From an optimization exercise on the open Yosys and OpenROAD flow, aimed at small area, a short achievable clock period and few clock cycles; shortcuts taken in it are not production practice. Function was not checked in any run shown here: the RTL went through the layout flow alone. Power figures rest on the tool's default switching activity, not on a simulated workload.

==> flow/config.mk <==
export PLATFORM = sky130hd
export DESIGN_NAME = DMA_AHB_Master
export DESIGN_NICKNAME = DMA_AHB_Master
export VERILOG_FILES = /design/flow/design.v
export SDC_FILE = /design/flow/constraint.sdc
export NUM_CORES = 4
export LEC_CHECK = 0
export CAP_MARGIN = 20
export CORE_MARGIN = 2
export CORE_UTILIZATION = 40
export PLACE_DENSITY = 0.6
export SLEW_MARGIN = 20
==> flow/constraint.sdc <==
create_clock -name core_clock -period 6.0 [get_ports {HCLK}]
set_input_delay 1.2000 -clock core_clock [delete_from_list [all_inputs] [get_ports {HCLK}]]
set_output_delay 1.2000 -clock core_clock [all_outputs]
set_load 0.01 [all_outputs]
==> flow/design.v <==
module DMA_AHB_Master #(
    parameter ADDR_WIDTH = 32,
    parameter DATA_WIDTH = 32,
    parameter BASE_ADDR  = 32'h0000_0000
)(
    input wire HCLK,
    input wire HRESETn,
    input wire [ADDR_WIDTH-1:0] HADDR,
    input wire [1:0] HTRANS,
    input wire HWRITE,
    input wire [DATA_WIDTH-1:0] HWDATA,
    output reg [DATA_WIDTH-1:0] HRDATA,
    output reg [ADDR_WIDTH-1:0] master_HADDR,
    output reg [2:0] master_HBURST,
    output reg master_HMASTLOCK,
    output reg [3:0] master_HPROT,
    output reg [2:0] master_HSIZE,
    output reg [1:0] master_HTRANS,
    output reg [DATA_WIDTH-1:0] master_HWDATA,
    output reg master_HWRITE,
    input wire [DATA_WIDTH-1:0] master_HRDATA,
    input wire master_HREADY,
    input wire master_HRESP
);
    reg [31:2] src_q;
    reg [31:2] dst_q;
    reg [31:0] size_q;
    reg        busy;
    reg        done;
    reg        wr_q;       
    reg [31:2] addr_q;
    reg [31:2] alt_q;
    reg [28:0] left_q;     
    reg [31:0] data_q;
    wire acc   = HTRANS[1];
    wire a_start = (HADDR == BASE_ADDR);
    wire a_src   = (HADDR == BASE_ADDR + 4);
    wire a_dst   = (HADDR == BASE_ADDR + 8);
    wire a_size  = (HADDR == BASE_ADDR + 12);
    wire a_done  = (HADDR == BASE_ADDR + 16);
    wire st    = acc & HWRITE & a_start & HWDATA[0];
    wire frac  = |size_q[1:0];
    wire last  = (left_q == 29'd0) | ((left_q == 29'd1) & ~frac);
    wire fin   = busy & wr_q & master_HREADY & last;
    wire busy_d = st | (busy & ~fin);
    always @(posedge HCLK or negedge HRESETn) begin
        if (!HRESETn) begin
            src_q  <= 30'd0;
            dst_q  <= 30'd0;
            size_q <= 32'd0;
            busy   <= 1'b0;
            done   <= 1'b0;
        end else begin
            if (acc & HWRITE & a_src)  src_q  <= HWDATA[31:2];
            if (acc & HWRITE & a_dst)  dst_q  <= HWDATA[31:2];
            if (acc & HWRITE & a_size) size_q <= HWDATA;
            busy <= busy_d;
            done <= (done & ~st) | fin;
        end
    end
    always @(posedge HCLK) begin
        if (st) begin
            wr_q   <= 1'b0;
            addr_q <= src_q;
            alt_q  <= dst_q;
            left_q <= size_q[30:2];
        end else if (master_HREADY) begin
            wr_q   <= ~wr_q;
            addr_q <= alt_q;
            alt_q  <= addr_q + 30'd1;
            if (wr_q) left_q <= left_q - 29'd1;
        end
        if (~wr_q) data_q <= master_HRDATA;
        HRDATA <= ({32{a_start}} & {31'd0, busy_d})
                | ({32{a_src}}   & {src_q, 2'b00})
                | ({32{a_dst}}   & {dst_q, 2'b00})
                | ({32{a_size}}  & size_q)
                | ({32{a_done}}  & {31'd0, done});
    end
    always @(*) begin
        master_HADDR     = {addr_q, 2'b00};
        master_HBURST    = 3'b000;
        master_HMASTLOCK = 1'b0;
        master_HPROT     = 4'b0000;
        master_HSIZE     = 3'b010;
        master_HTRANS    = {busy, 1'b0};
        master_HWDATA    = data_q;
        master_HWRITE    = wr_q;
    end
endmodule
==> flow/run.sh <==
#!/bin/bash
# synth_recipe.tcl (not shown) runs the flow's synth.tcl, then flattens the netlist and writes it again
# the make line also repeats each setting of config.mk as NAME=value (left out here)
make -C /OpenROAD-flow-scripts/flow DESIGN_CONFIG=/design/flow/config.mk WORK_HOME=/design/flow/orfs CLKGATE_MAP_FILE= SYNTH_SCRIPT=/design/flow/synth_recipe.tcl finish
==> summary.txt, run 1 <==
Run status
  – Outcome: finished clean

Worst setup path
  – Critical register-to-register path startpoint: left_q[0]
  – CP Capture Type: flop
  – CP max FO: 60
  – CP Buf/Inv Count: 2
  – Worst EP required: 6160 ps
  – Worst Path Arrival: 4210 ps
  – FF-to-FF setup slack: 3180 ps
  – Setup Crit Path Kind: primary input to flop
  – Slowest stage delay, CP: 850 ps
  – Crit-path cells: clkdlybuf4s50_1, nor4_1, nand4_1, or4_4, nand2b_2, buf_4
  – CP Launch Type: primary input
  – Largest delay share family, worst path: simple AND/OR/NAND/NOR gates
  – Worst r2r path cells: 7
  – Reg-to-Reg End: left_q[28]
  – Max stage delay cell, worst path: or4_4

Timing
  – Worst slew margin: 41.29%
  – Skew final: 11.64 ps
  – Max frequency: 246.8 MHz
  – Setup TNS: 0 ps
  – Actual slew at the worst max-slew pin: 880.6 ps
  – Max-slew violations: 0
  – RSZ-0062 raised after global routing: false
  – Tmin final: 4051 ps
  – Fin Hold WS: 480.9 ps
  – Fin. Hold Viols: 0
  – Period utilisation layout: 67.52%
  – Endpoints failing setup: 0

Global routing
  – Largest net degree at the start of global routing: 95
  – First-pass GRT wire length: 40.41 mm
  – Met3 usage: 2.844%
  – Met1 Usage GRT: 26.31%
  – All-Layer GR Usage: 18.28%
  – Vias in the first global route: 7062
  – Initial antenna violation count: 0
  – Met2 usage: 29.12%
  – Total congestion overflow: 0
  – GR peak layer: met2

Yosys
  – Post-synth EDFFs: 121
  – Syn Inst Count: 806
  – Synth Flop Type: edfxtp_1
  – Distinct cells, synth: 46
  – Post-synthesis sequential area ratio: 61.90%
  – Register bit total from synthesis: 248
  – Cell area after synthesis: 10740 µm²
  – Post-synth ARST share: 37.90%
  – Yosys warning total: 1
  – Post-synthesis average cell area: 13.32 µm²

Finish
  – Most frequent cells in the layout: clkdlybuf4s50_1 (195), edfxtp_1 (121), dfrtp_1 (94)
  – Net count, final: 1110
  – Layout cell share with drive strength beyond 1: 17.97%
  – Synth-to-Final Area Change: 28.90%
  – Final Cell Area: 13840 µm²
  – Ant diodes: 0
  – Non-filler instance count after layout: 1359
  – Most common cell after layout, fill and taps aside: clkdlybuf4s50_1

Clock tree
  – Root Driver: clkbuf_16
  – Worst-path clk slew: 60 ps
  – CTS buffer count: 27
  – Post-CTS Hold Buffers: 0
  – Clock Path Buffers: 3
  – Htree depth: 1
  – Postcts setup bufs: 0
  – CTS tree: yes
  – Resized cells post-CTS: 0
  – Clock sinks: 248
  – Worst skew pair latency: 540 ps

Floorplanning
  – Die Area: 28170 µm²
  – Die Y: 167.8 µm
  – Die X: 167.8 µm
  – Starting Density: 40.97%
  – Cell Rows: 59
  – Core area: 26210 µm²
  – IO Pins: 213

Pwr
  – Static leakage: 5.838 nW
  – Peak VDD IR: 0.2044 mV
  – Pwr/cell area: 301.2 nW/µm²

Place
  – Placed cell count: 1309
  – Post-DP HPWL: 16.75 mm
  – Post-placement cell area: 12990 µm²
  – GPL Wtd Cong: 0.7549
  – PortBufs: 196

Routing
  – Post-DR wirelength/cell: 19.49 µm
  – Final ANT Viol Nets: 0
  – DRC viols: 0
  – Initial DRT Pass Iterations: 7
  – Drt initial violations: 611
  – Avg Vias per Cell: 5.312
  – Post-Route WL: 26.49 mm
  – Vias: 7219

Min path
  – Hold Path End: done
  – Hold Crit Depth: 1
  – Hold Path Class: flop to flop
  – Hold wc startpoint: done

Job
  – Max-Cap Viols: 0
## worst max-delay path by stage
| stage | start | end | depth (start not counted) |
|---|---|---|---|
| floorplan | HADDR[0] | addr_q[10] | 6 |
| global placement | HADDR[0] | alt_q[7] | 6 |
| detailed placement | HADDR[26] | alt_q[8] | 6 |
| CTS | HADDR[26] | alt_q[8] | 6 |
| global route | HADDR[26] | alt_q[8] | 6 |
| finish | HADDR[26] | addr_q[2] | 6 |
## metal layers
metal  up-vias  wire [µm]  part of all wire (%)
li1       3342          -                     -
met5         -          0                     0
met3        36       1643                   6.2
met1      3587      12140                    46
met2       254      12140                    46
met4         0        565                   2.1
## registers in the layout, summed over array words and instances, names as in the netlist, 29 cells and up
signal and flops:
dst_q 30, HRDATA 32, addr_q 30, src_q 30, size_q 32, data_q 32
alt_q 30, left_q 29
## layout make-up
cell class	count	area [µm²]
Inverter	36	135.1
Fill cell	2242	12370
Multi-Input combinational cell	482	3729
Clock buffer	39	760.7
Sequential cell	248	6646
Clock inverter	11	88.84
Tap cell	335	419.2
Timing Repair Buffer	208	2062
## stage by stage
stage          setup slack (ps)  utilization [%]  power [mW]
2_1_floorplan              1734                -       2.304
3_3_place_gp               1460            49.56       2.595
3_5_place_dp               1340            49.56       2.607
4_1_cts                    1919            52.81       4.218
5_1_grt                    1736            52.81       4.330
6_report                   1949            52.81       4.169
## synth_stat cells, types with 2 or more instances
master / n / area, µm²
nand3_1: 19 / 95.09
mux2_4: 27 / 405.4
nor3b_1: 2 / 15.01
mux2_1: 4 / 45.04
buf_2: 20 / 100.1
conb_1: 2 / 7.510
dfrtp_1: 94 / 2352
nand2b_1: 3 / 18.77
a21oi_1: 58 / 290.3
and3_1: 6 / 37.54
o21ai_0: 2 / 10.01
mux2_2: 91 / 1025
nand2_1: 18 / 67.56
or4_1: 2 / 15.01
a222oi_1: 30 / 300.3
nor2_1: 74 / 277.8
nor4_2: 2 / 25.02
and2_1: 3 / 18.77
nor3_1: 14 / 70.07
edfxtp_1: 121 / 3633
inv_1: 36 / 135.1
xnor2_1: 28 / 245.2
ha_1: 4 / 50.05
nand4_1: 15 / 93.84
or3_1: 2 / 12.51
buf_4: 15 / 112.6
clkbuf_1: 10 / 37.54
nor4_1: 23 / 143.9
buf_6: 6 / 67.56
dfxtp_1: 33 / 660.6
xor2_1: 27 / 236.5
## cells by family (layout without fill, tap and decap cells)
| family | Yosys count | after routing | share of synthesized area, % |
|---|---|---|---|
| AO/OA/AOI/OAI | 95 | 95 | 5.954 |
| flip-flops | 248 | 248 | 61.90 |
| buffers and inverters | 88 | 294 | 4.253 |
| multiplexers | 122 | 122 | 13.74 |
| XOR/XNOR | 55 | 55 | 4.486 |
| AND/OR/NAND/NOR | 192 | 192 | 9.135 |
| adder cells (fa/ha/maj) | 4 | 4 | 0.4661 |
| other | 2 | 14 | 0.06994 |
## power by group
group,leakage (nW),switching [mW],internal (mW),total [mW]
clock,0.424,0.675,0.925,1.60
combinational,2.67,0.235,0.269,0.504
sequential,2.75,0.0875,1.98,2.06
total,5.84,0.998,3.17,4.17
==> run 2, diff against run 1 <==
--- a/flow/design.v
+++ b/flow/design.v
@@ -59,7 +59,7 @@
         end
     end
     always @(posedge HCLK) begin
-        if (st) begin
+        if (~busy) begin
             wr_q   <= 1'b0;
             addr_q <= src_q;
             alt_q  <= dst_q;
--- a/flow/config.mk
+++ b/flow/config.mk
@@ -9,4 +9,5 @@
 export CORE_MARGIN = 2
 export CORE_UTILIZATION = 40
 export PLACE_DENSITY = 0.6
+export SETUP_SLACK_MARGIN = 3.0
 export SLEW_MARGIN = 20
==> summary.txt, run 2 <==
Floorplanning
  – Core area: 26950 µm² (+2.8%)
  – Die Y: 169.5 µm (+1.0%)
  – Die X: 169.5 µm (+1.0%)
  – Die Area: 28740 µm² (+2.0%)
  – Cell Rows: 60 (+1.7%)
  – Starting Density: 40.66% (-0.31 points)
  – IO Pins: 213 (unchanged)

Place
  – GPL Wtd Cong: 0.7985 (+5.8%)
  – Post-placement cell area: 13220 µm² (+1.8%)
  – Setup WS pre-CTS: 1271 ps (-68.90 ps)
  – PortBufs: 196 (unchanged)
  – Post-DP HPWL: 17.98 mm (+7.4%)

Timing
  – Endpoints failing setup: 0 (unchanged)
  – Max-slew violations: 0 (unchanged)
  – Tmin final: 3278 ps (-772.8 ps)
  – RSZ-0062 raised after global routing: true
  – Actual slew at the worst max-slew pin: 859.7 ps (-20.92 ps)
  – Fin worst setup slack: 2722 ps (+772.8 ps)
  – Fin Hold WS: 510.6 ps (+29.69 ps)
  – Max frequency: 305.0 MHz (+24%)
  – Setup TNS: 0 ps (unchanged)
  – Period utilisation layout: 54.64% (-13 points)
  – Fin. Hold Viols: 0 (unchanged)
  – Skew final: 15.25 ps (+3.607 ps)
  – Worst slew margin: 42.68% (+1.4 points)

Yosys
  – Cell area after synthesis: 10960 µm² (+2.1%)
  – Syn Inst Count: 849 (+5.3%)
  – Post-synth top cells: mux2_2 (147), edfxtp_1 (121), nor2_1 (102)
  – Post-synth EDFFs: 121 (unchanged)
  – Post-synthesis sequential area ratio: 60.65% (-1.3 points)
  – Yosys top cell area share: 33.15% (-0.68 points)
  – Post-synthesis average cell area: 12.91 µm² (-3.1%)
  – Most frequent cell after synthesis: mux2_2
  – Largest area contributor in the netlist: edfxtp_1
  – Yosys warning total: 1 (unchanged)
  – Post-synth ARST share: 37.90% (unchanged)
  – Synth Flop Type: edfxtp_1
  – Register bit total from synthesis: 248 (unchanged)
  – Distinct cells, synth: 46 (unchanged)
  – Largest cells by area after synthesis: edfxtp_1 (33%), dfrtp_1 (21%), mux2_2 (15%), dfxtp_1 (6.0%), nor2_1 (3.5%)

Global routing
  – Vias in the first global route: 7894 (+12%)
  – GR peak layer: met2
  – First-pass GRT wire length: 46.87 mm (+16%)
  – Met1 Usage GRT: 29.53% (+3.2 points)
  – Met3 usage: 2.985% (+0.14 points)
  – All-Layer GR Usage: 21.24% (+3.0 points)
  – Initial antenna violation count: 0 (unchanged)
  – Met2 usage: 35.47% (+6.4 points)
  – Largest net degree at the start of global routing: 61 (-36%)
  – Total congestion overflow: 0 (unchanged)

Clock tree
  – Root Driver: clkbuf_16
  – Clock sinks: 248 (unchanged)
  – Post-CTS Hold Buffers: 0 (unchanged)
  – Worst skew pair latency: 540 ps (about the same)
  – CTS buffer count: 28 (+3.7%)
  – Htree depth: 1 (unchanged)
  – Clock Path Buffers: 3 (unchanged)
  – CTS tree: yes
  – Worst-path clk slew: 60 ps (about the same)

Min path
  – Hold Path End: dst_q[2]
  – Hold Path Class: flop to flop
  – Hold wc startpoint: dst_q[2]
  – Hold Crit Depth: 1 (unchanged)

Pwr
  – Pwr/cell area: 235.5 nW/µm² (-22%)
  – Static leakage: 6.174 nW (+5.8%)
  – Peak VDD IR: 0.1553 mV (-24%)

Routing
  – Drt initial violations: 520 (-15%)
  – Vias: 7672 (+6.3%)
  – DRC viols: 0 (unchanged)
  – Post-Route WL: 30.73 mm (+16%)
  – Avg Vias per Cell: 5.339 (+0.51%)
  – Post-DR wirelength/cell: 21.39 µm (+9.7%)
  – Initial DRT Pass Iterations: 5 (-2)
  – Final ANT Viol Nets: 0 (unchanged)

Worst setup path
  – CP Launch Type: primary input
  – Worst EP required: 6420 ps (+260 ps)
  – Most Frequent Cell on Critical Path: buf_6
  – Worst r2r path cells: 5 (-2)
  – Crit-path cells: buf_6, or4_4, nor3_4, or4b_4, buf_6, nor4b_4, buf_4, buf_8, buf_12, mux2_4
  – Reg-to-Reg End: alt_q[31]
  – Setup Crit Path Kind: primary input to flop
  – Max stage delay cell, worst path: or4_4
  – CP max FO: 8 (-87%)
  – Slowest stage delay, CP: 540 ps (-310 ps)
  – CP Capture Type: flop
  – FF-to-FF setup slack: 3300 ps (+120 ps)
  – Critical register-to-register path startpoint: addr_q[8]
  – Worst Path Arrival: 3700 ps (-510 ps)

Finish
  – Most frequent cells in the layout: clkdlybuf4s50_1 (168), edfxtp_1 (121), nor2_1 (102)
  – Net count, final: 1181 (+6.4%)
  – Synth-to-Final Area Change: 36.98%
  – Ant diodes: 0 (unchanged)
  – Most common cell after layout, fill and taps aside: clkdlybuf4s50_1
  – Top Registers: HRDATA (32), data_q (32), size_q (32)
  – Final Cell Area: 15010 µm² (+8.5%)
  – Layout cell share with drive strength beyond 1: 23.81% (+5.8 points)

Run status
  – Outcome: finished clean

Job
  – Max-Cap Viols: 0 (unchanged)
[run 2: worst max-delay path, delay by kind of cell]
| family | cells | cell delay (ps) |
|---|---|---|
| and+or+nand+nor | 4 | 1480 |
| buffers and inverters | 5 | 700 |
| muxes | 1 | 310 |
[run 2: per-layer routing]
layer | part of all wire (%) | vias up
met3 | 5.5 | 36
met4 | 2.0 | 0
met1 | 45 | 3838
met2 | 47 | 276
met5 | 0 | -
li1 | - | 3522
[run 2: power by group]
| part | leakage (nW) | switching (mW) | total (mW) | internal, mW |
|---|---|---|---|---|
| clock | 0.420 | 0.670 | 1.60 | 0.931 |
| combinational | 2.74 | 0.0692 | 0.148 | 0.0784 |
| sequential | 3.01 | 0.00290 | 1.79 | 1.78 |
| total | 6.17 | 0.742 | 3.54 | 2.79 |
[run 2: metrics by stage]
step / cells / utilization, % / power, mW
floorplan: 861 / - / 1.856
global placement: 1352 / 49.04 / 1.969
detailed placement: 1352 / 49.04 / 1.970
CTS: 1432 / 55.00 / 3.572
global route: 1437 / 55.70 / 3.655
finish: 1437 / 55.70 / 3.536
[run 2: repair_timing]
action / in CTS / in global routing
endpoints found under the setup margin: 126 / 92
endpoints found under the hold margin: 0 / 0
pin swaps: 8 / 10
buffers inserted: 19 / 4
gates cloned: 9 / 1
gates resized for setup: 132 / 42
[run 2: cells by family (layout without fill, tap and decap cells)]
family | Yosys count | in the layout | share of synthesized area (%)
AND/OR/NAND/NOR | 221 | 221 | 9.990
adder cells (fa/ha/maj) | 4 | 4 | 0.4567
other | 2 | 14 | 0.06853
buffers and inverters | 71 | 306 | 3.493
XOR/XNOR | 55 | 55 | 4.395
AO/OA/AOI/OAI | 93 | 93 | 5.046
multiplexers | 155 | 155 | 15.90
flip-flops | 248 | 248 | 60.65
[run 2: layout make-up]
| class | count | area (µm²) |
|---|---|---|
| Clock buffer | 41 | 769.5 |
| Inverter | 11 | 41.29 |
| Timing Repair Buffer | 243 | 2639 |
| Tap cell | 341 | 426.7 |
| Sequential cell | 248 | 6650 |
| Multi-Input combinational cell | 542 | 4395 |
| Fill cell | 2182 | 11940 |
| Clock inverter | 11 | 90.09 |
[run 2: worst max path at each step]
stage,start,endpoint,slack (ps),cells after the start
3_5_place_dp,HADDR[25],dst_q[26],1270,7
4_1_cts,HADDR[0],dst_q[14],2770,10
3_3_place_gp,HADDR[0],dst_q[19],1370,7
6_report,HADDR[0],dst_q[12],2720,10
5_1_grt,HADDR[16],src_q[2],2680,11
2_1_floorplan,HADDR[0],dst_q[10],2620,7
==> run 3, diff against run 2 <==
--- a/flow/config.mk
+++ b/flow/config.mk
@@ -5,9 +5,10 @@
 export SDC_FILE = /design/flow/constraint.sdc
 export NUM_CORES = 4
 export LEC_CHECK = 0
+export ABC_CLOCK_PERIOD_IN_PS = 2400
 export CAP_MARGIN = 20
 export CORE_MARGIN = 2
 export CORE_UTILIZATION = 40
 export PLACE_DENSITY = 0.6
-export SETUP_SLACK_MARGIN = 3.0
+export SETUP_SLACK_MARGIN = 3.6
 export SLEW_MARGIN = 20
==> summary.txt, run 3 <==
Yosys
  – Syn Inst Count: 849 (unchanged)
  – Register bit total from synthesis: 248 (unchanged)
  – Synth Flop Type: edfxtp_1
  – Post-synthesis average cell area: 12.91 µm² (unchanged)
  – Yosys warning total: 1 (unchanged)
  – Post-synth EDFFs: 121 (unchanged)
  – Yosys top cell area share: 33.15% (unchanged)
  – Largest area contributor in the netlist: edfxtp_1
  – Cell area after synthesis: 10960 µm² (unchanged)
  – Post-synth top cells: mux2_2 (147), edfxtp_1 (121), nor2_1 (102)
  – Distinct cells, synth: 46 (unchanged)
  – Largest cells by area after synthesis: edfxtp_1 (33%), dfrtp_1 (21%), mux2_2 (15%), dfxtp_1 (6.0%), nor2_1 (3.5%)
  – Post-synthesis sequential area ratio: 60.65% (unchanged)
  – Post-synth ARST share: 37.90% (unchanged)
  – Most frequent cell after synthesis: mux2_2

Clock tree
  – Htree depth: 1 (unchanged)
  – CTS tree: yes
  – Clock Path Buffers: 3 (unchanged)
  – CTS buffer count: 28 (unchanged)
  – Clock sinks: 248 (unchanged)
  – Root Driver: clkbuf_16
  – Worst skew pair latency: 540 ps (about the same)
  – Worst-path clk slew: 60 ps (about the same)

Finish
  – Top Registers: HRDATA (32), data_q (32), size_q (32)
  – Most frequent cells in the layout: edfxtp_1 (121), dfrtp_1 (93), mux2_2 (85)
  – Ant diodes: 0 (unchanged)
  – Synth-to-Final Area Change: 41.65%
  – Most common cell after layout, fill and taps aside: edfxtp_1
  – Net count, final: 1243 (+5.2%)
  – Layout cell share with drive strength beyond 1: 35.75% (+12 points)
  – Final Cell Area: 15520 µm² (+3.4%)

Timing
  – Fin. Hold Viols: 0 (unchanged)
  – Max frequency: 309.2 MHz (+1.4%)
  – Actual slew at the worst max-slew pin: 929.3 ps (+69.53 ps)
  – Max-slew violations: 0 (unchanged)
  – Skew final: 15.06 ps (-0.1849 ps)
  – Period utilisation layout: 53.90% (-0.74 points)
  – Endpoints failing setup: 0 (unchanged)
  – Tmin final: 3234 ps (-44.51 ps)
  – Fin Hold WS: 492.5 ps (-18.12 ps)
  – RSZ-0062 raised after global routing: true
  – Setup TNS: 0 ps (unchanged)
  – Worst slew margin: 38.05% (-4.6 points)

Floorplanning
  – Die Area: 28740 µm² (unchanged)
  – IO Pins: 213 (unchanged)
  – Core area: 26950 µm² (unchanged)
  – Starting Density: 40.66% (unchanged)
  – Die X: 169.5 µm (unchanged)
  – Cell Rows: 60 (unchanged)
  – Die Y: 169.5 µm (unchanged)

Global routing
  – All-Layer GR Usage: 21.64% (+0.39 points)
  – Initial antenna violation count: 0 (unchanged)
  – Vias in the first global route: 7986 (+1.2%)
  – First-pass GRT wire length: 47.29 mm (+0.90%)
  – Total congestion overflow: 0 (unchanged)
  – Largest net degree at the start of global routing: 66 (+8.2%)

Worst setup path
  – CP max FO: 7 (-1)
  – Slowest stage delay, CP: 530 ps (about the same)
  – Worst Path Arrival: 3650 ps (-50 ps)
  – Crit-path cells: buf_6, or4_4, nor3_4, or4b_4, buf_16, nor4b_4, buf_6, buf_4, buf_12, mux2_2
  – Worst EP required: 6420 ps (about the same)
  – Most Frequent Cell on Critical Path: buf_6
  – CP Capture Type: flop
  – CP Launch Type: primary input
  – Max stage delay cell, worst path: or4_4
  – CP Buf/Inv Count: 5 (unchanged)
  – Largest delay share family, worst path: simple AND/OR/NAND/NOR gates
  – Setup Crit Path Kind: primary input to flop

Pwr
  – Peak VDD IR: 0.1782 mV (+15%)
  – Static leakage: 6.812 nW (+10%)
  – Pwr/cell area: 230.7 nW/µm² (-2.1%)

Place
  – Post-DP HPWL: 18.47 mm (+2.7%)
  – Post-placement cell area: 13200 µm² (-0.11%)
  – PortBufs: 196 (unchanged)
  – GPL Wtd Cong: 0.7734 (-3.1%)

Routing
  – Initial DRT Pass Iterations: 4 (-1)
  – Vias: 7992 (+4.2%)
  – Avg Vias per Cell: 5.332 (-0.14%)
  – Drt initial violations: 574 (+10%)
  – DRC viols: 0 (unchanged)
  – Post-DR wirelength/cell: 22.29 µm (+4.2%)
  – Post-Route WL: 33.42 mm (+8.7%)
  – Final ANT Viol Nets: 0 (unchanged)

Min path
  – Hold Path Class: flop to flop

Run status
  – Outcome: finished clean

Job
  – Max-Cap Viols: 0 (unchanged)
run 3: changes by cell type in the layout (fill, tap and decap cells not counted), moves of 24 or more:
cell / before / now
buf_2: 3 / 33
buf_4: 16 / 62
clkdlybuf4s50_1: 168 / 70
dlygate4sd2_1: 12 / 46
mux2_2: 61 / 85
mux2_4: 92 / 66
nor2_1: 102 / 75
run 3: stage by stage:
stage / worst slack [ps] / total power, mW / utilization [%] / instances
2_1_floorplan: 2623 / 1.856 / - / 861
3_3_place_gp: 1614 / 1.971 / 48.99 / 1349
3_5_place_dp: 1573 / 1.972 / 48.99 / 1349
4_1_cts: 2837 / 3.615 / 55.45 / 1473
5_1_grt: 2747 / 3.695 / 57.60 / 1499
6_report: 2766 / 3.581 / 57.60 / 1499
run 3: path summary, 6_finish.rpt:
path / end / slack, ps / cells after the start / from
max reg2reg: HRDATA[0] / 3290 / 7 / busy
min: dst_q[2] / 490 / 1 / dst_q[2]
max in group asynchronous: busy / 4160 / 2 / HRESETn
max: dst_q[28] / 2770 / 10 / HADDR[0]
min in group asynchronous: src_q[27] / 780 / 1 / HRESETn
min reg2reg: dst_q[2] / 490 / 1 / dst_q[2]
run 3: layout make-up:
type                       instances  area [µm²]
fill                            2235       11430
sequential                       248        6654
multi-input combinational        544        4591
timing repair buffer             303        2922
clock buffer                      44       842.1
tap                              341       426.7
clock inverter                     8       47.55
inverter                          11       41.29
run 3: timing repair:
| item | CTS | global route |
|---|---|---|
| gates cloned | 6 | 8 |
| gates resized for setup | 366 | 115 |
| pin swaps | 14 | 16 |
| buffers inserted | 66 | 18 |
| setup endpoints to repair | 294 | 212 |
| hold buffers | 0 | 0 |
run 3: logic make-up (layout without fill, tap and decap cells):
group | Yosys count | count (layout) | share of synthesized area (%)
AND/OR/NAND/NOR | 221 | 223 | 9.990
AO/OA/AOI/OAI | 93 | 93 | 5.046
flip-flops | 248 | 248 | 60.65
other | 2 | 14 | 0.06853
buffers and inverters | 71 | 366 | 3.493
adder cells (fa/ha/maj) | 4 | 4 | 0.4567
XOR/XNOR | 55 | 55 | 4.395
multiplexers | 155 | 155 | 15.90
run 3: layer usage:
metal  vias to the layer above  part of all wire (%)  global-route usage [%]
met2                       304                    48                   36.82
met1                      3998                    44                   29.26
met4                         0                   1.5                   4.794
li1                       3655                     -                       -
met5                         -                     0                       0
met3                        35                   5.9                   3.498
run 3: report_power, final:
group | switching (mW) | internal (mW) | leakage, nW
registers | 0.00310 | 1.78 | 3.01
logic | 0.0718 | 0.0730 | 3.36
clock network | 0.689 | 0.961 | 0.439
run 3: worst reg2reg max path, stage by stage, from the launching register on:
cell      delay, ps
dfrtp_4         430
buf_4           290
buf_4           650
and4b_1         310
nand3_1          70
or4_1           490
o21ai_0         260
a211oi_2         90
==> run 4, diff against run 3 <==
--- a/flow/config.mk
+++ b/flow/config.mk
@@ -5,10 +5,9 @@
 export SDC_FILE = /design/flow/constraint.sdc
 export NUM_CORES = 4
 export LEC_CHECK = 0
-export ABC_CLOCK_PERIOD_IN_PS = 2400
 export CAP_MARGIN = 20
 export CORE_MARGIN = 2
 export CORE_UTILIZATION = 40
 export PLACE_DENSITY = 0.6
-export SETUP_SLACK_MARGIN = 3.6
+export SETUP_SLACK_MARGIN = 3.8
 export SLEW_MARGIN = 20
==> summary.txt, run 4 <==
Worst setup path
  – Crit path capture: src_q[27]
  – CP startpoint: HADDR[27]
  – Worst Path Arrival: 3730 ps (+80 ps)
  – Worst EP required: 6430 ps (about the same)
  – Worst r2r path cells: 7 (unchanged)
  – Critical register-to-register path startpoint: busy
  – Setup Crit Path Kind: primary input to flop
  – CP max FO: 5 (-2)
  – CP Capture Type: flop
  – FF-to-FF setup slack: 3610 ps (+320 ps)
  – CP Launch Type: primary input
  – Reg-to-Reg End: HRDATA[0]

Finish
  – Ant diodes: 0 (unchanged)
  – Register area: 6670 µm² (+0.24%)
  – Most frequent cells in the layout: edfxtp_1 (121), dfrtp_1 (93), nor2_1 (83)
  – Most common cell after layout, fill and taps aside: edfxtp_1
  – Top Registers: HRDATA (32), data_q (32), size_q (32)
  – Synth-to-Final Area Change: 44.83%
  – Net count, final: 1259 (+1.3%)
  – FILL cells: 2150 (-3.8%)
  – Layout cell share with drive strength beyond 1: 42.33% (+6.6 points)
  – Post-layout util: 58.90% (+1.3 points)
  – Multi-input gate area: 4767 µm² (+3.8%)

Pwr
  – Static leakage: 7.129 nW (+4.6%)
  – Sw Share: 21.35% (+0.028 points)
  – NetSw: 0.7697 mW (+0.79%)
  – Seq pwr share: 49.5% (-0.4 points)
  – Clk pwr share: 46.5% (+0.4 points)
  – Peak VDD IR: 0.1763 mV (-1.1%)
  – Pwr/cell area: 227.1 nW/µm² (-1.6%)
  – Combinational power share: 4.0% (about the same)
  – Cell internal pwr: 2.835 mW (+0.62%)

Yosys
  – Synth Flop Type: edfxtp_1
  – Register bit total from synthesis: 248 (unchanged)
  – Distinct cells, synth: 46 (unchanged)
  – Largest area contributor in the netlist: edfxtp_1
  – Yosys top cell area share: 33.15% (unchanged)
  – Yosys warning total: 1 (unchanged)
  – Post-synth top cells: mux2_2 (147), edfxtp_1 (121), nor2_1 (102)
  – Cell area after synthesis: 10960 µm² (unchanged)
  – Post-synthesis average cell area: 12.91 µm² (unchanged)
  – Post-synth EDFFs: 121 (unchanged)
  – Post-synthesis sequential area ratio: 60.65% (unchanged)
  – Post-synth ARST share: 37.90% (unchanged)
  – Largest cells by area after synthesis: edfxtp_1 (33%), dfrtp_1 (21%), mux2_2 (15%), dfxtp_1 (6.0%), nor2_1 (3.5%)
  – Syn Inst Count: 849 (unchanged)
  – Most frequent cell after synthesis: mux2_2

Floorplanning
  – Die X: 169.5 µm (unchanged)
  – Die Y: 169.5 µm (unchanged)
  – Die Area: 28740 µm² (unchanged)
  – Cell Rows: 60 (unchanged)
  – Starting Density: 40.66% (unchanged)
  – Core area: 26950 µm² (unchanged)
  – IO Pins: 213 (unchanged)

Timing
  – Actual slew at the worst max-slew pin: 822.1 ps (-107.2 ps)
  – Skew final: 14.33 ps (-0.7351 ps)
  – Setup TNS: 0 ps (unchanged)
  – Max-slew violations: 0 (unchanged)
  – Tmin final: 3293 ps (+58.85 ps)
  – Endpoints failing setup: 0 (unchanged)
  – Max frequency: 303.7 MHz (-1.8%)
  – Period utilisation layout: 54.88% (+0.98 points)
  – Worst slew margin: 45.20% (+7.1 points)
  – Fin. Hold Viols: 0 (unchanged)
  – RSZ-0062 raised after global routing: true

Routing
  – DRC viols: 0 (unchanged)
  – Drt initial violations: 521 (-9.2%)
  – Initial DRT Pass Iterations: 5 (+1)
  – Post-DR wirelength/cell: 21.86 µm (-2.0%)
  – Post-Route WL: 33.12 mm (-0.90%)
  – Vias: 8052 (+0.75%)
  – Avg Vias per Cell: 5.315 (-0.31%)
  – Final ANT Viol Nets: 0 (unchanged)

Global routing
  – All-Layer GR Usage: 22.20% (+0.56 points)
  – Initial antenna violation count: 0 (unchanged)
  – Vias in the first global route: 8110 (+1.6%)
  – Total congestion overflow: 0 (unchanged)
  – First-pass GRT wire length: 48.49 mm (+2.5%)
  – Largest net degree at the start of global routing: 57 (-14%)

Min path
  – Hold wc startpoint: dst_q[2]
  – Hold Crit Depth: 1 (unchanged)
  – Hold Path Class: flop to flop

Place
  – GPL Wtd Cong: 0.8038 (+3.9%)
  – PortBufs: 196 (unchanged)
  – Post-DP HPWL: 17.71 mm (-4.2%)

Clock tree
  – CTS tree: yes
  – Clock sinks: 248 (unchanged)
  – Worst skew pair latency: 550 ps (about the same)
  – Clock Path Buffers: 3 (unchanged)
  – Htree depth: 1 (unchanged)
  – Worst-path clk slew: 60 ps (about the same)
  – Root Driver: clkbuf_16
  – CTS buffer count: 28 (unchanged)

Run status
  – Outcome: finished clean

Job
  – Max-Cap Viols: 0 (unchanged)
[run 4: cell types whose count changed in the layout (fill, tap and decap cells not counted), moves of 7 or more]
cell	change
mux2_4	+11
dfxtp_1	-13
dlygate4sd2_1	-35
buf_4	+12
dfxtp_2	+13
buf_12	+13
mux2_2	-10
dlymetal6s2s_1	+8
nor2_1	+8
nor4_1	-7
buf_2	+49
clkdlybuf4s15_1	-26
clkbuf_2	-7
[run 4: what timing repair did]
item / CTS / global route
setup buffers: 80 / 18
endpoints found under the hold margin: 0 / 0
pin swaps: 42 / 33
gates cloned: 11 / 4
setup endpoints to repair: 338 / 327
hold buffers: 0 / 0
resized for setup: 572 / 100
[run 4: cell type report]
type / instances / area share (%)
clock buffers: 44 / 5.179
clock inverters: 8 / 0.4572
inverters: 11 / 0.2601
multi-input cells: 545 / 30.03
flip-flops and latches: 248 / 42.02
well taps: 341 / 2.688
repair buffers: 318 / 19.36
[run 4: routing by layer]
metal | part of all wire (%) | vias up | GRT usage (%)
met4 | 2.2 | 0 | 5.946
met2 | 48 | 258 | 36.15
met3 | 5.5 | 36 | 3.661
li1 | - | 3690 | -
met5 | 0 | - | 0
met1 | 44 | 4068 | 30.94
[run 4: cells by family (layout without fill, tap and decap cells)]
family / Yosys count / after routing / synth area share (%)
muxes: 155 / 155 / 15.90
xor gates and xnor gates: 55 / 55 / 4.395
AOI/OAI and AO/OA: 93 / 93 / 5.046
buffers and inverters: 71 / 381 / 3.493
other: 2 / 14 / 0.06853
adders and majority gates: 4 / 4 / 0.4567
DFF: 248 / 248 / 60.65
and+or+nand+nor: 221 / 224 / 9.990
[run 4: critical path: stages]
cell	delay [ps]
clkdlybuf4s15_1	190
nor4_2	300
nand4_1	200
or4b_4	580
buf_12	150
buf_4	150
nor3_4	190
buf_6	160
buf_12	130
buf_12	130
mux2_2	330
[run 4: how the worst min path moves through the flow]
stage	slack (ps)	to
after floorplan	460	dst_q[2]
after global placement	470	dst_q[2]
after detailed placement	480	dst_q[2]
after CTS	490	dst_q[2]
after global routing	510	dst_q[2]
final	490	dst_q[2]
[run 4: power groups by stage]
stage | Sequential, mW | Combinational (mW) | Clock, mW
4_1_cts | 1.79 | 0.141 | 1.70
3_3_place_gp | 1.82 | 0.147 | 0
5_1_grt | 1.78 | 0.153 | 1.78
3_5_place_dp | 1.82 | 0.148 | 0
6_report | 1.79 | 0.144 | 1.68
2_1_floorplan | 1.83 | 0.0297 | 0
[run 4: through the flow]
step | hold slack (ps) | setup slack [ps] | area (µm²) | power, mW | std cells
after floorplan | 458.1 | 2623 | 11110 | 1.857 | 861
after global placement | 468.0 | 1372 | 13230 | 1.968 | 1350
after detailed placement | 479.9 | 1367 | 13230 | 1.969 | 1350
after CTS | 493.6 | 2673 | 15290 | 3.630 | 1493
after global routing | 512.8 | 2627 | 15870 | 3.715 | 1515
final | 488.5 | 2707 | 15870 | 3.604 | 1515
==> run 5, diff against run 4 <==
==> flow/flow/run.sh (new file) <==
#!/bin/bash
# Standard ORFS layout, with plain buffers on the ports instead of the
# delay cells buffer_ports picks by default. Synthesis is the standard one.
set -euo pipefail
bash standard.sh synth > synth.log 2>&1
export BUFFER_PORTS_ARGS="-buffer_cell sky130_fd_sc_hd__buf_1"
bash standard.sh > layout.log 2>&1
==> flow/standard.sh (new file) <==
#!/bin/bash
# synth_recipe.tcl (not shown) runs the flow's synth.tcl, then flattens the netlist and writes it again
# the make line also repeats each setting of config.mk as NAME=value (left out here)
make -C /OpenROAD-flow-scripts/flow DESIGN_CONFIG=/design/flow/config.mk WORK_HOME=/design/flow/orfs CLKGATE_MAP_FILE= SYNTH_SCRIPT=/design/flow/synth_recipe.tcl "${@:-finish}"
--- a/flow/config.mk
+++ b/flow/config.mk
@@ -9,5 +9,5 @@
 export CORE_MARGIN = 2
 export CORE_UTILIZATION = 40
 export PLACE_DENSITY = 0.6
-export SETUP_SLACK_MARGIN = 3.8
+export SETUP_SLACK_MARGIN = 3.6
 export SLEW_MARGIN = 20
removed: flow/run.sh
==> summary.txt, run 5 <==
Run status
  – Outcome: finished clean

Finish
  – Most frequent cells in the layout: buf_1 (187), edfxtp_1 (121), nor2_1 (94)
  – Layout cell share with drive strength beyond 1: 26.45% (-16 points)
  – Top Registers: HRDATA (32), data_q (32), size_q (32)
  – Net count, final: 1189 (-5.6%)
  – Synth-to-Final Area Change: 27.13%
  – Most common cell after layout, fill and taps aside: buf_1
  – Final Cell Area: 13930 µm² (-12%)

Timing
  – Max frequency: 322.4 MHz (+6.1%)
  – Fin Hold WS: 496.8 ps (+8.366 ps)
  – Fin worst setup slack: 2898 ps (+190.6 ps)
  – Max-slew violations: 0 (unchanged)
  – RSZ-0062 raised after global routing: true
  – Period utilisation layout: 51.70% (-3.2 points)
  – Skew final: 11.85 ps (-2.483 ps)
  – Actual slew at the worst max-slew pin: 963.0 ps (+140.9 ps)
  – Worst slew margin: 35.80% (-9.4 points)
  – Setup TNS: 0 ps (unchanged)
  – Endpoints failing setup: 0 (unchanged)
  – Fin. Hold Viols: 0 (unchanged)
  – Tmin final: 3102 ps (-190.6 ps)

Floorplanning
  – Cell Rows: 60 (unchanged)
  – IO Pins: 213 (unchanged)
  – Die Area: 28740 µm² (unchanged)
  – Die X: 169.5 µm (unchanged)
  – Die Y: 169.5 µm (unchanged)
  – Core area: 26950 µm² (unchanged)
  – Starting Density: 40.66% (unchanged)

Clock tree
  – Clock sinks: 248 (unchanged)
  – Worst skew pair latency: 550 ps (about the same)
  – Htree depth: 1 (unchanged)
  – Worst-path clk slew: 60 ps (about the same)
  – CTS tree: yes
  – Root Driver: clkbuf_16
  – CTS buffer count: 28 (unchanged)
  – Clock Path Buffers: 3 (unchanged)
  – Post-CTS Hold Buffers: 0 (unchanged)

Routing
  – Post-DR wirelength/cell: 21.12 µm (-3.4%)
  – Avg Vias per Cell: 5.331 (+0.30%)
  – Post-Route WL: 30.54 mm (-7.8%)
  – Initial DRT Pass Iterations: 7 (+2)
  – Drt initial violations: 440 (-16%)
  – Final ANT Viol Nets: 0 (unchanged)
  – DRC viols: 0 (unchanged)
  – Vias: 7708 (-4.3%)

Min path
  – Hold wc startpoint: dst_q[2]
  – Hold Path Class: flop to flop

Pwr
  – Seq pwr share: 48.6% (-0.9 points)
  – Peak VDD IR: 0.2441 mV (+38%)
  – NetSw: 0.7566 mW (-1.7%)
  – Cell internal pwr: 2.922 mW (+3.1%)
  – Pwr/cell area: 264.0 nW/µm² (+16%)
  – Sw Share: 20.57% (-0.79 points)
  – Clk pwr share: 48.8% (+2.3 points)
  – Static leakage: 5.770 nW (-19%)
  – Combinational power share: 2.6% (-1.4 points)

Yosys
  – Most frequent cell after synthesis: mux2_2
  – Yosys top cell area share: 33.15% (unchanged)
  – Cell area after synthesis: 10960 µm² (unchanged)
  – Post-synthesis sequential area ratio: 60.65% (unchanged)
  – Post-synth EDFFs: 121 (unchanged)
  – Synth Flop Type: edfxtp_1
  – Largest cells by area after synthesis: edfxtp_1 (33%), dfrtp_1 (21%), mux2_2 (15%), dfxtp_1 (6.0%), nor2_1 (3.5%)
  – Post-synthesis average cell area: 12.91 µm² (unchanged)
  – Post-synth top cells: mux2_2 (147), edfxtp_1 (121), nor2_1 (102)
  – Syn Inst Count: 849 (unchanged)
  – Distinct cells, synth: 46 (unchanged)
  – Post-synth ARST share: 37.90% (unchanged)
  – Register bit total from synthesis: 248 (unchanged)
  – Yosys warning total: 1 (unchanged)
  – Largest area contributor in the netlist: edfxtp_1

Place
  – Post-DP HPWL: 17.47 mm (-1.3%)
  – Post-placement cell area: 11980 µm² (-9.5%)
  – PortBufs: 196 (unchanged)
  – Setup WS pre-CTS: 1635 ps (+267.6 ps)
  – GPL Wtd Cong: 0.7806 (-2.9%)

Worst setup path
  – Worst Path Arrival: 3530 ps (-200 ps)
  – Setup Crit Path Kind: primary input to flop
  – CP startpoint: HADDR[0]
  – CP Launch Type: primary input
  – CP Capture Type: flop
  – CP max FO: 15 (+10)
  – Critical register-to-register path startpoint: addr_q[8]
  – Worst EP required: 6420 ps (about the same)

Global routing
  – Total congestion overflow: 0 (unchanged)
  – All-Layer GR Usage: 20.32% (-1.9 points)
  – Vias in the first global route: 7537 (-7.1%)
  – Largest net degree at the start of global routing: 81 (+42%)
  – First-pass GRT wire length: 44.29 mm (-8.7%)
  – Initial antenna violation count: 1 (+1)

Job
  – Max-Cap Viols: 0 (unchanged)
-- run 5: cell counts after synthesis --
No cell type changed its count.
-- run 5: power groups by stage --
stage	clock network (mW)	logic (mW)	registers, mW
after floorplan	0	0.0283	1.83
after global placement	0	0.0933	1.82
after detailed placement	0	0.0944	1.82
after CTS	1.84	0.0959	1.79
after global routing	1.90	0.105	1.79
final	1.80	0.0944	1.79
-- run 5: layout make-up --
type | instances | area [µm²]
antenna | 1 | 2.502
clock buffer | 31 | 711.9
clock inverter | 21 | 262.8
fill | 2343 | 13020
inverter | 11 | 41.29
multi-input combinational | 542 | 4350
sequential | 248 | 6651
tap | 341 | 426.7
timing repair buffer | 251 | 1485
-- run 5: worst paths after layout --
| path | end | slack [ps] | depth (start not counted) |
|---|---|---|---|
| max | dst_q[20] | 2900 | 8 |
| min | dst_q[2] | 500 | 1 |
| max reg2reg | alt_q[31] | 3720 | 5 |
| min reg2reg | dst_q[2] | 500 | 1 |
| max in group asynchronous | dst_q[10] | 4130 | 2 |
| min in group asynchronous | src_q[26] | 800 | 1 |
-- run 5: kinds of logic (layout without fill, tap and decap cells) --
logic type / Yosys count / in the layout / synth area share (%)
adders and majority gates: 4 / 4 / 0.4567
AOI/OAI and AO/OA: 93 / 93 / 5.046
muxes: 155 / 155 / 15.90
and+or+nand+nor: 221 / 221 / 9.990
other: 2 / 15 / 0.06853
DFF: 248 / 248 / 60.65
buffers and inverters: 71 / 314 / 3.493
xor gates and xnor gates: 55 / 55 / 4.395
-- run 5: metal layers --
metal / global-route usage (%) / routed length, µm / vias up
li1: - / - / 3542
met1: 26.59 / 13190 / 3808
met2: 34.43 / 14560 / 310
met3: 3.382 / 1874 / 48
met4: 6.800 / 917 / 0
met5: 0 / 0 / -
-- run 5: critical path, cell delays in order --
cell	delay (ps)
buf_1	70
or4_4	530
nor3_4	160
or4b_4	570
nor4b_4	260
buf_6	170
buf_12	180
mux2_2	350
-- run 5: stage by stage --
| stage | power [mW] | util [%] | instances |
|---|---|---|---|
| after global placement | 1.915 | 44.46 | 1348 |
| final | 3.679 | 51.69 | 1446 |
| after CTS | 3.721 | 49.99 | 1430 |
| after global routing | 3.795 | 51.69 | 1446 |
| after floorplan | 1.856 | - | 861 |
| after detailed placement | 1.916 | 44.46 | 1348 |
-- run 5: what timing repair did --
action | in CTS | in global routing
pin swaps | 1 | 2
gates cloned | 4 | 5
buffers inserted | 26 | 9
gates resized for setup | 45 | 66
endpoints found under the setup margin | 175 | 146
==> run 6, diff against run 5 <==
--- a/flow/design.v
+++ b/flow/design.v
@@ -27,18 +27,24 @@
     reg [31:0] size_q;
     reg        busy;
     reg        done;
+    reg [31:0] wdata_q;
+    reg        w_src, w_dst, w_size;
     reg        wr_q;       
     reg [31:2] addr_q;
     reg [31:2] alt_q;
     reg [28:0] left_q;     
     reg [31:0] data_q;
-    wire acc   = HTRANS[1];
-    wire a_start = (HADDR == BASE_ADDR);
-    wire a_src   = (HADDR == BASE_ADDR + 4);
-    wire a_dst   = (HADDR == BASE_ADDR + 8);
-    wire a_size  = (HADDR == BASE_ADDR + 12);
-    wire a_done  = (HADDR == BASE_ADDR + 16);
-    wire st    = acc & HWRITE & a_start & HWDATA[0];
+    wire hit     = ~|HADDR[31:5] & ~|HADDR[1:0];
+    wire a_start = hit & (HADDR[4:2] == 3'd0);
+    wire a_src   = hit & (HADDR[4:2] == 3'd1);
+    wire a_dst   = hit & (HADDR[4:2] == 3'd2);
+    wire a_size  = hit & (HADDR[4:2] == 3'd3);
+    wire a_done  = hit & (HADDR[4:2] == 3'd4);
+    wire wacc    = HTRANS[1] & HWRITE;
+    wire [31:2] src_d  = w_src  ? wdata_q[31:2] : src_q;
+    wire [31:2] dst_d  = w_dst  ? wdata_q[31:2] : dst_q;
+    wire [31:0] size_d = w_size ? wdata_q : size_q;
+    wire st    = wacc & a_start & HWDATA[0];
     wire frac  = |size_q[1:0];
     wire last  = (left_q == 29'd0) | ((left_q == 29'd1) & ~frac);
     wire fin   = busy & wr_q & master_HREADY & last;
@@ -48,22 +54,29 @@
             src_q  <= 30'd0;
             dst_q  <= 30'd0;
             size_q <= 32'd0;
+            w_src  <= 1'b0;
+            w_dst  <= 1'b0;
+            w_size <= 1'b0;
             busy   <= 1'b0;
             done   <= 1'b0;
         end else begin
-            if (acc & HWRITE & a_src)  src_q  <= HWDATA[31:2];
-            if (acc & HWRITE & a_dst)  dst_q  <= HWDATA[31:2];
-            if (acc & HWRITE & a_size) size_q <= HWDATA;
-            busy <= busy_d;
-            done <= (done & ~st) | fin;
+            src_q  <= src_d;
+            dst_q  <= dst_d;
+            size_q <= size_d;
+            w_src  <= wacc & a_src;
+            w_dst  <= wacc & a_dst;
+            w_size <= wacc & a_size;
+            busy   <= busy_d;
+            done   <= (done & ~st) | fin;
         end
     end
     always @(posedge HCLK) begin
+        wdata_q <= HWDATA;
         if (~busy) begin
             wr_q   <= 1'b0;
-            addr_q <= src_q;
-            alt_q  <= dst_q;
-            left_q <= size_q[30:2];
+            addr_q <= src_d;
+            alt_q  <= dst_d;
+            left_q <= size_d[30:2];
         end else if (master_HREADY) begin
             wr_q   <= ~wr_q;
             addr_q <= alt_q;
@@ -72,9 +85,9 @@
         end
         if (~wr_q) data_q <= master_HRDATA;
         HRDATA <= ({32{a_start}} & {31'd0, busy_d})
-                | ({32{a_src}}   & {src_q, 2'b00})
-                | ({32{a_dst}}   & {dst_q, 2'b00})
-                | ({32{a_size}}  & size_q)
+                | ({32{a_src}}   & {src_d, 2'b00})
+                | ({32{a_dst}}   & {dst_d, 2'b00})
+                | ({32{a_size}}  & size_d)
                 | ({32{a_done}}  & {31'd0, done});
     end
     always @(*) begin
--- a/flow/config.mk
+++ b/flow/config.mk
@@ -7,7 +7,7 @@
 export LEC_CHECK = 0
 export CAP_MARGIN = 20
 export CORE_MARGIN = 2
-export CORE_UTILIZATION = 40
-export PLACE_DENSITY = 0.6
+export CORE_UTILIZATION = 55
+export PLACE_DENSITY = 0.7
 export SETUP_SLACK_MARGIN = 3.6
 export SLEW_MARGIN = 20
==> summary.txt, run 6 <==
Min path
  – Hold wc startpoint: wdata_q[1]
  – Hold Path Class: flop to flop
  – Hold Path End: size_q[1]
  – Hold Crit Depth: 1 (unchanged)

Global routing
  – Largest net degree at the start of global routing: 86 (+6.2%)
  – Met3 usage: 3.242% (-0.14 points)
  – GR peak layer: met2
  – Total congestion overflow: 0 (unchanged)
  – First-pass GRT wire length: 44.15 mm (-0.33%)
  – All-Layer GR Usage: 25.34% (+5.0 points)
  – Vias in the first global route: 8233 (+9.2%)
  – Met2 usage: 43.27% (+8.8 points)
  – Initial antenna violation count: 0 (-1)
  – Met1 Usage GRT: 33.86% (+7.3 points)

Job
  – Max-Cap Viols: 0 (unchanged)

Place
  – Setup WS pre-CTS: 2355 ps (+720.8 ps)
  – Post-DP HPWL: 17.15 mm (-1.8%)
  – GPL Wtd Cong: 0.8146 (+4.4%)
  – PortBufs: 196 (unchanged)

Finish
  – Ant diodes: 0 (-1)
  – Most common cell after layout, fill and taps aside: buf_1
  – Register area: 7368 µm² (+11%)
  – Multi-input gate area: 4212 µm² (-3.2%)
  – Net count, final: 1284 (+8.0%)
  – FILL cells: 1561 (-33%)
  – Layout cell share with drive strength beyond 1: 22.58% (-3.9 points)
  – Most frequent cells in the layout: buf_1 (190), mux2_2 (127), edfxtp_1 (121)
  – Synth-to-Final Area Change: 20.77%

Yosys
  – Cell area after synthesis: 11780 µm² (+7.5%)
  – Post-synth top cells: mux2_2 (127), edfxtp_1 (121), nor2_1 (117)
  – Register bit total from synthesis: 283 (+14%)
  – Distinct cells, synth: 50 (+8.7%)
  – Syn Inst Count: 946 (+11%)
  – Largest area contributor in the netlist: edfxtp_1
  – Post-synthesis sequential area ratio: 62.48% (+1.8 points)
  – Yosys top cell area share: 30.83% (-2.3 points)
  – Most frequent cell after synthesis: mux2_2
  – Synth Flop Type: edfxtp_1
  – Post-synthesis average cell area: 12.46 µm² (-3.5%)
  – Largest cells by area after synthesis: edfxtp_1 (31%), dfrtp_1 (21%), mux2_2 (12%), dfxtp_1 (11%), nor2_1 (3.7%)
  – Post-synth EDFFs: 121 (unchanged)
  – Post-synth ARST share: 34.28% (-3.6 points)
  – Yosys warning total: 1 (unchanged)

Pwr
  – Tot Pwr: 3.881 mW (+5.5%)
  – Peak VDD IR: 0.2126 mV (-13%)
  – Pwr/cell area: 272.7 nW/µm² (+3.3%)
  – Static leakage: 6.025 nW (+4.4%)

Timing
  – RSZ-0062 raised after global routing: true
  – Worst slew margin: 36.20% (+0.41 points)
  – Period utilisation layout: 39.60% (-12 points)
  – Endpoints failing setup: 0 (unchanged)
  – Max frequency: 420.9 MHz (+31%)
  – Skew final: 11.27 ps (-0.5730 ps)
  – Tmin final: 2376 ps (-725.9 ps)
  – Max-slew violations: 0 (unchanged)
  – Setup TNS: 0 ps (unchanged)
  – Actual slew at the worst max-slew pin: 956.9 ps (-6.076 ps)
  – Fin. Hold Viols: 0 (unchanged)
  – Fin worst setup slack: 3624 ps (+725.9 ps)

Clock tree
  – CTS buffer count: 29 (+3.6%)
  – Root Driver: clkbuf_16
  – Htree depth: 1 (unchanged)
  – Post-CTS Hold Buffers: 0 (unchanged)
  – Clock sinks: 283 (+14%)
  – Clock Path Buffers: 3 (unchanged)
  – Worst-path clk slew: 60 ps (about the same)
  – CTS tree: yes
  – Worst skew pair latency: 540 ps (about the same)

Floorplanning
  – Die X: 150.4 µm (-11%)
  – Core area: 21020 µm² (-22%)
  – Starting Density: 56.06% (+15 points)
  – Cell Rows: 53 (-12%)
  – Die Y: 150.4 µm (-11%)
  – IO Pins: 213 (unchanged)
  – Die Area: 22610 µm² (-21%)

Worst setup path
  – Worst Path Arrival: 2770 ps (-760 ps)
  – FF-to-FF setup slack: 3620 ps (-100 ps)
  – CP Capture Type: flop
  – Reg-to-Reg End: left_q[27]
  – Worst r2r path cells: 5 (unchanged)
  – CP Launch Type: flop
  – Setup Crit Path Kind: flop to flop
  – Worst EP required: 6390 ps (-30 ps)
  – CP max FO: 5 (-10)
  – Critical register-to-register path startpoint: left_q[9]

Routing
  – Final ANT Viol Nets: 0 (unchanged)
  – Vias: 8566 (+11%)
  – Drt initial violations: 553 (+26%)
  – Post-Route WL: 29.71 mm (-2.7%)
  – Initial DRT Pass Iterations: 5 (-2)
  – Post-DR wirelength/cell: 20.14 µm (-4.6%)
  – Avg Vias per Cell: 5.807 (+8.9%)
  – DRC viols: 0 (unchanged)

Run status
  – Outcome: finished clean
==> run 6: cell count changes after synthesis, sizes merged, moves of 17 or more <==
cell,delta
a21oi,-21
a22oi,-27
a31oi,+18
clkbuf,+17
dfxtp,+32
inv,+29
mux2,-26
o32ai,+27
or4,+21
xnor2,-29
==> run 6: stage by stage <==
step                      std cells  hold WS [ps]  util, %  area (µm²)
after detailed placement       1368         465.7    60.31       12680
after global placement         1367         462.9    60.24       12660
after floorplan                 958         449.5        -       11860
after CTS                      1451         481.7    66.31       13940
final                          1475         479.4    67.70       14230
after global routing           1475         508.6    67.70       14230
==> run 6: area by class of cell <==
| cell class | instances | share of cell area, % |
|---|---|---|
| repair buffers | 252 | 8.572 |
| clock buffers | 46 | 6.119 |
| clock inverters | 8 | 0.4660 |
| multi-input cells | 571 | 29.59 |
| well taps | 275 | 2.418 |
| flip-flops and latches | 283 | 51.78 |
| inverters | 40 | 1.055 |
==> run 6: logic make-up after synthesis <==
logic type,count (synthesis),share of synthesized area [%]
flops,283,62.48
fa+ha+maj,4,0.4247
simple gates,276,11.86
other cells,2,0.06373
compound gates,122,7.220
buf+inv,107,3.960
mux,127,12.14
xor+xnor,25,1.858
==> run 6: timing repair <==
| item | in CTS | in global routing |
|---|---|---|
| pin swaps | 5 | 13 |
| resized for setup | 16 | 25 |
| gates cloned | 2 | 1 |
| setup endpoints to repair | 90 | 59 |
| setup buffers | 27 | 23 |
==> run 6: worst max-delay path by stage <==
stage               start          to  slack, ps  cells past startpoint
2_1_floorplan   HADDR[13]  HRDATA[25]       3570                      5
3_3_place_gp     HADDR[2]  HRDATA[18]       2470                      5
3_5_place_dp     HADDR[2]  HRDATA[18]       2360                      5
4_1_cts          HADDR[2]  HRDATA[17]       3520                      5
5_1_grt        left_q[15]  left_q[28]       3540                      4
6_report        left_q[9]  left_q[27]       3620                      5
==> run 6: metal layers <==
metal  vias to the layer above  part of all wire [%]  wire [µm]
li1                       3935                     -          -
met1                      4273                    42      12370
met2                       289                    49      14630
met3                        69                   5.8       1720
met4                         0                   3.3        990
met5                         -                     0          0
==> run 6: worst max-delay path, cell delays in order (launching register included) <==
cell and delay [ps]:
edfxtp_1 400, or4_4 560, buf_4 150, or4_4 520, or4_1 410, a31oi_1 160
==> run 6: power by group <==
part,switching [mW],internal [mW]
Clock,0.721,1.03
Sequential,0.0121,2.03
Combinational,0.0579,0.0284
Total,0.791,3.09
==> run 7, diff against run 6 <==
--- a/flow/config.mk
+++ b/flow/config.mk
@@ -7,7 +7,7 @@
 export LEC_CHECK = 0
 export CAP_MARGIN = 20
 export CORE_MARGIN = 2
-export CORE_UTILIZATION = 55
-export PLACE_DENSITY = 0.7
+export CORE_UTILIZATION = 40
+export PLACE_DENSITY = 0.6
 export SETUP_SLACK_MARGIN = 3.6
 export SLEW_MARGIN = 20
==> summary.txt, run 7 <==
Pwr
  – Combinational power share: 2.1% (about the same)
  – Peak VDD IR: 0.2282 mV (+7.3%)
  – Tot Pwr: 4.113 mW (+6.0%)
  – Pwr/cell area: 282.1 nW/µm² (+3.4%)
  – Seq pwr share: 49.6% (-3.0 points)
  – Cell internal pwr: 3.267 mW (+5.7%)
  – Static leakage: 6.169 nW (+2.4%)
  – Clk pwr share: 48.3% (+3.1 points)
  – NetSw: 0.8453 mW (+6.8%)
  – Sw Share: 20.55% (+0.16 points)

Timing
  – Period utilisation layout: 41.83% (+2.2 points)
  – Max frequency: 398.4 MHz (-5.3%)
  – Max-slew violations: 0 (unchanged)
  – Actual slew at the worst max-slew pin: 1003 ps (+45.70 ps)
  – Setup TNS: 0 ps (unchanged)
  – RSZ-0062 raised after global routing: true
  – Endpoints failing setup: 0 (unchanged)
  – Fin. Hold Viols: 0 (unchanged)
  – Skew final: 19.40 ps (+8.126 ps)
  – Fin worst setup slack: 3490 ps (-133.9 ps)
  – Worst slew margin: 33.16% (-3.0 points)
  – Tmin final: 2510 ps (+133.9 ps)

Routing
  – DRC viols: 0 (unchanged)
  – Final ANT Viol Nets: 0 (unchanged)
  – Post-Route WL: 30.98 mm (+4.3%)
  – Avg Vias per Cell: 5.351 (-7.9%)
  – Initial DRT Pass Iterations: 7 (+2)
  – Drt initial violations: 579 (+4.7%)
  – Post-DR wirelength/cell: 19.47 µm (-3.3%)
  – Vias: 8513 (-0.62%)

Worst setup path
  – Worst Path Arrival: 1310 ps (-1460 ps)
  – Setup Crit Path Kind: flop to primary output
  – Worst r2r path cells: 4 (-1)
  – FF-to-FF setup slack: 3600 ps (-20 ps)
  – Critical register-to-register path startpoint: left_q[2]
  – CP Launch Type: flop
  – Worst EP required: 4800 ps (-1590 ps)
  – CP Capture Type: primary output
  – Reg-to-Reg End: left_q[19]
  – CP max FO: 6 (+1)

Global routing
  – Total congestion overflow: 0 (unchanged)
  – Vias in the first global route: 8268 (+0.43%)
  – Initial antenna violation count: 0 (unchanged)
  – All-Layer GR Usage: 19.42% (-5.9 points)
  – First-pass GRT wire length: 46.84 mm (+6.1%)
  – Largest net degree at the start of global routing: 68 (-21%)

Finish
  – Most frequent cells in the layout: buf_1 (184), mux2_2 (127), edfxtp_1 (121)
  – Post-layout util: 50.51% (-17 points)
  – FILL cells: 2613 (+67%)
  – Most common cell after layout, fill and taps aside: buf_1
  – Register area: 7370 µm² (about the same)
  – Net count, final: 1288 (+0.31%)
  – Synth-to-Final Area Change: 23.70%
  – Multi-input gate area: 4163 µm² (-1.2%)
  – Layout cell share with drive strength beyond 1: 23.71% (+1.1 points)
  – Non-filler instance count after layout: 1591 (+7.9%)

Clock tree
  – Htree depth: 1 (unchanged)
  – Worst-path clk slew: 60 ps (about the same)
  – CTS buffer count: 31 (+6.9%)
  – Clock sinks: 283 (unchanged)
  – Post-CTS Hold Buffers: 0 (unchanged)
  – Worst skew pair latency: 560 ps (+20 ps)
  – CTS tree: yes
  – Root Driver: clkbuf_16
  – Clock Path Buffers: 3 (unchanged)

Place
  – Setup WS pre-CTS: 2176 ps (-179.5 ps)
  – Placed cell count: 1480 (+8.2%)
  – GPL Wtd Cong: 0.7772 (-4.6%)
  – Post-DP HPWL: 18.72 mm (+9.1%)
  – PortBufs: 196 (unchanged)

Yosys
  – Simple-Gate Fraction of Synth Area: 11.86% (unchanged)
  – Most frequent cell after synthesis: mux2_2
  – Post-synthesis compound-gate area fraction: 7.220% (unchanged)
  – Adder-Cell Fraction of Synth Area: 0.4247% (unchanged)
  – Post-synth ARST share: 34.28% (unchanged)
  – Largest area contributor in the netlist: edfxtp_1
  – Yosys warning total: 1 (unchanged)
  – Post-synthesis sequential area ratio: 62.48% (unchanged)
  – Yosys top cell area share: 30.83% (unchanged)
  – Post-synth EDFFs: 121 (unchanged)
  – Largest cells by area after synthesis: edfxtp_1 (31%), dfrtp_1 (21%), mux2_2 (12%), dfxtp_1 (11%), nor2_1 (3.7%)
  – Distinct cells, synth: 50 (unchanged)
  – Mux contribution to synthesized area: 12.14% (unchanged)
  – Cell area after synthesis: 11780 µm² (unchanged)
  – Syn Inst Count: 946 (unchanged)
  – Register bit total from synthesis: 283 (unchanged)
  – Post-synthesis average cell area: 12.46 µm² (unchanged)
  – Largest family of logic cells by synthesized area: multiplexers
  – Post-synth top cells: mux2_2 (127), edfxtp_1 (121), nor2_1 (117)
  – Synth Flop Type: edfxtp_1
  – Post-synthesis xor/xnor area fraction: 1.858% (unchanged)

Job
  – Max-Cap Viols: 0 (unchanged)

Floorplanning
  – Starting Density: 40.83% (-15 points)
  – Die Y: 175.6 µm (+17%)
  – Cell Rows: 62 (+17%)
  – Core area: 28860 µm² (+37%)
  – Die Area: 30850 µm² (+36%)
  – Die X: 175.6 µm (+17%)
  – IO Pins: 213 (unchanged)

Min path
  – Hold Crit Depth: 1 (unchanged)
  – Hold Path Class: flop to flop
  – Hold Path End: size_q[1]
  – Hold wc startpoint: wdata_q[1]

Run status
  – Outcome: finished clean
-- run 7: worst max-delay path by stage --
| stage | to | start | cells after the start |
|---|---|---|---|
| floorplan | HRDATA[25] | HADDR[13] | 5 |
| global placement | HRDATA[17] | HADDR[2] | 7 |
| detailed placement | HRDATA[6] | HADDR[2] | 7 |
| CTS | master_HTRANS[1] | busy | 2 |
| global route | master_HTRANS[1] | busy | 2 |
| finish | master_HTRANS[1] | busy | 2 |
-- run 7: critical path: stages, from the launching register on --
cell      delay, ps
dfrtp_4         500
buf_16          150
clkbuf_2        120
-- run 7: through the flow --
stage,hold slack [ps],area (µm²)
6_report,493.1,14580
5_1_grt,512.6,14570
4_1_cts,494.9,14300
3_5_place_dp,465.7,12820
3_3_place_gp,478.6,12820
2_1_floorplan,449.5,11860
-- run 7: logic make-up (layout without fill, tap and decap cells) --
family | after synthesis | count (layout)
other | 2 | 15
AO/OA/AOI/OAI | 122 | 122
AND/OR/NAND/NOR | 276 | 276
buffers and inverters | 107 | 355
XOR/XNOR | 25 | 25
multiplexers | 127 | 127
flip-flops | 283 | 283
adder cells (fa/ha/maj) | 4 | 4
-- run 7: power by group through the flow --
stage          combinational, mW  clock, mW  sequential (mW)
6_report                  0.0850       1.99             2.04
5_1_grt                   0.0952       2.10             2.04
4_1_cts                   0.0865       2.03             2.04
3_5_place_dp              0.0854          0             2.08
3_3_place_gp              0.0839          0             2.08
2_1_floorplan             0.0298          0             2.08
-- run 7: metal layers --
metal	wire, µm	track usage [%]
met2	15190	32.96
met5	0	0
met1	13310	26.05
met4	691	5.028
met3	1786	3.074
-- run 7: cell type report --
| type | count | area share (%) |
|---|---|---|
| sequential | 283 | 50.56 |
| antenna | 1 | 0.01717 |
| inverter | 40 | 1.030 |
| tap | 384 | 3.296 |
| clock inverter | 10 | 0.7382 |
| timing repair buffer | 257 | 9.056 |
| clock buffer | 48 | 6.747 |
| multi-input combinational | 568 | 28.56 |
-- run 7: repair_timing --
item	4_1_cts	5_1_grt
buffers inserted	31	19
pin swaps	5	13
endpoints found under the setup margin	84	61
cloned	2	0
gates resized for setup	24	32

static timing again, ports no longer ideal:
Ports are ideal in the flow. The routed layouts listed here were re-timed in OpenROAD. Step 1: set_driving_cell puts a clkbuf_16 on HCLK and a buf_2 on each other input, an assumption about the parent block. Step 2 moves the port delays by t, midway between the first and last clock arrival at a register: inputs arrive t later, outputs are due t later. That takes back most of the time a late clock gives input paths. Three values: no drivers, after step 1, after step 2; two values: the first two.
run	t (ns)	setup slack, ns	clock arrival spread, ns
run 1	0.581	1.949 / 1.972 / 1.391	0.014 / 0.014
run 2	0.582	2.722 / 2.734 / 2.152	0.019 / 0.020
run 3	0.578	2.766 / 2.779 / 2.201	0.016 / 0.016
run 4	0.593	2.707 / 2.727 / 2.134	0.019 / 0.018
run 5	0.589	2.898 / 2.927 / 2.338	0.013 / 0.013
run 6	0.585	3.624 / 3.585 / 3.081	0.012 / 0.012
run 7	0.605	3.490 / 3.440 / 3.116	0.021 / 0.020
After both steps setup and hold are still met in every run listed. For run 4, which loses most, drivers alone change the setup slack by +0.020 ns; drivers and shift together by -0.573 ns.
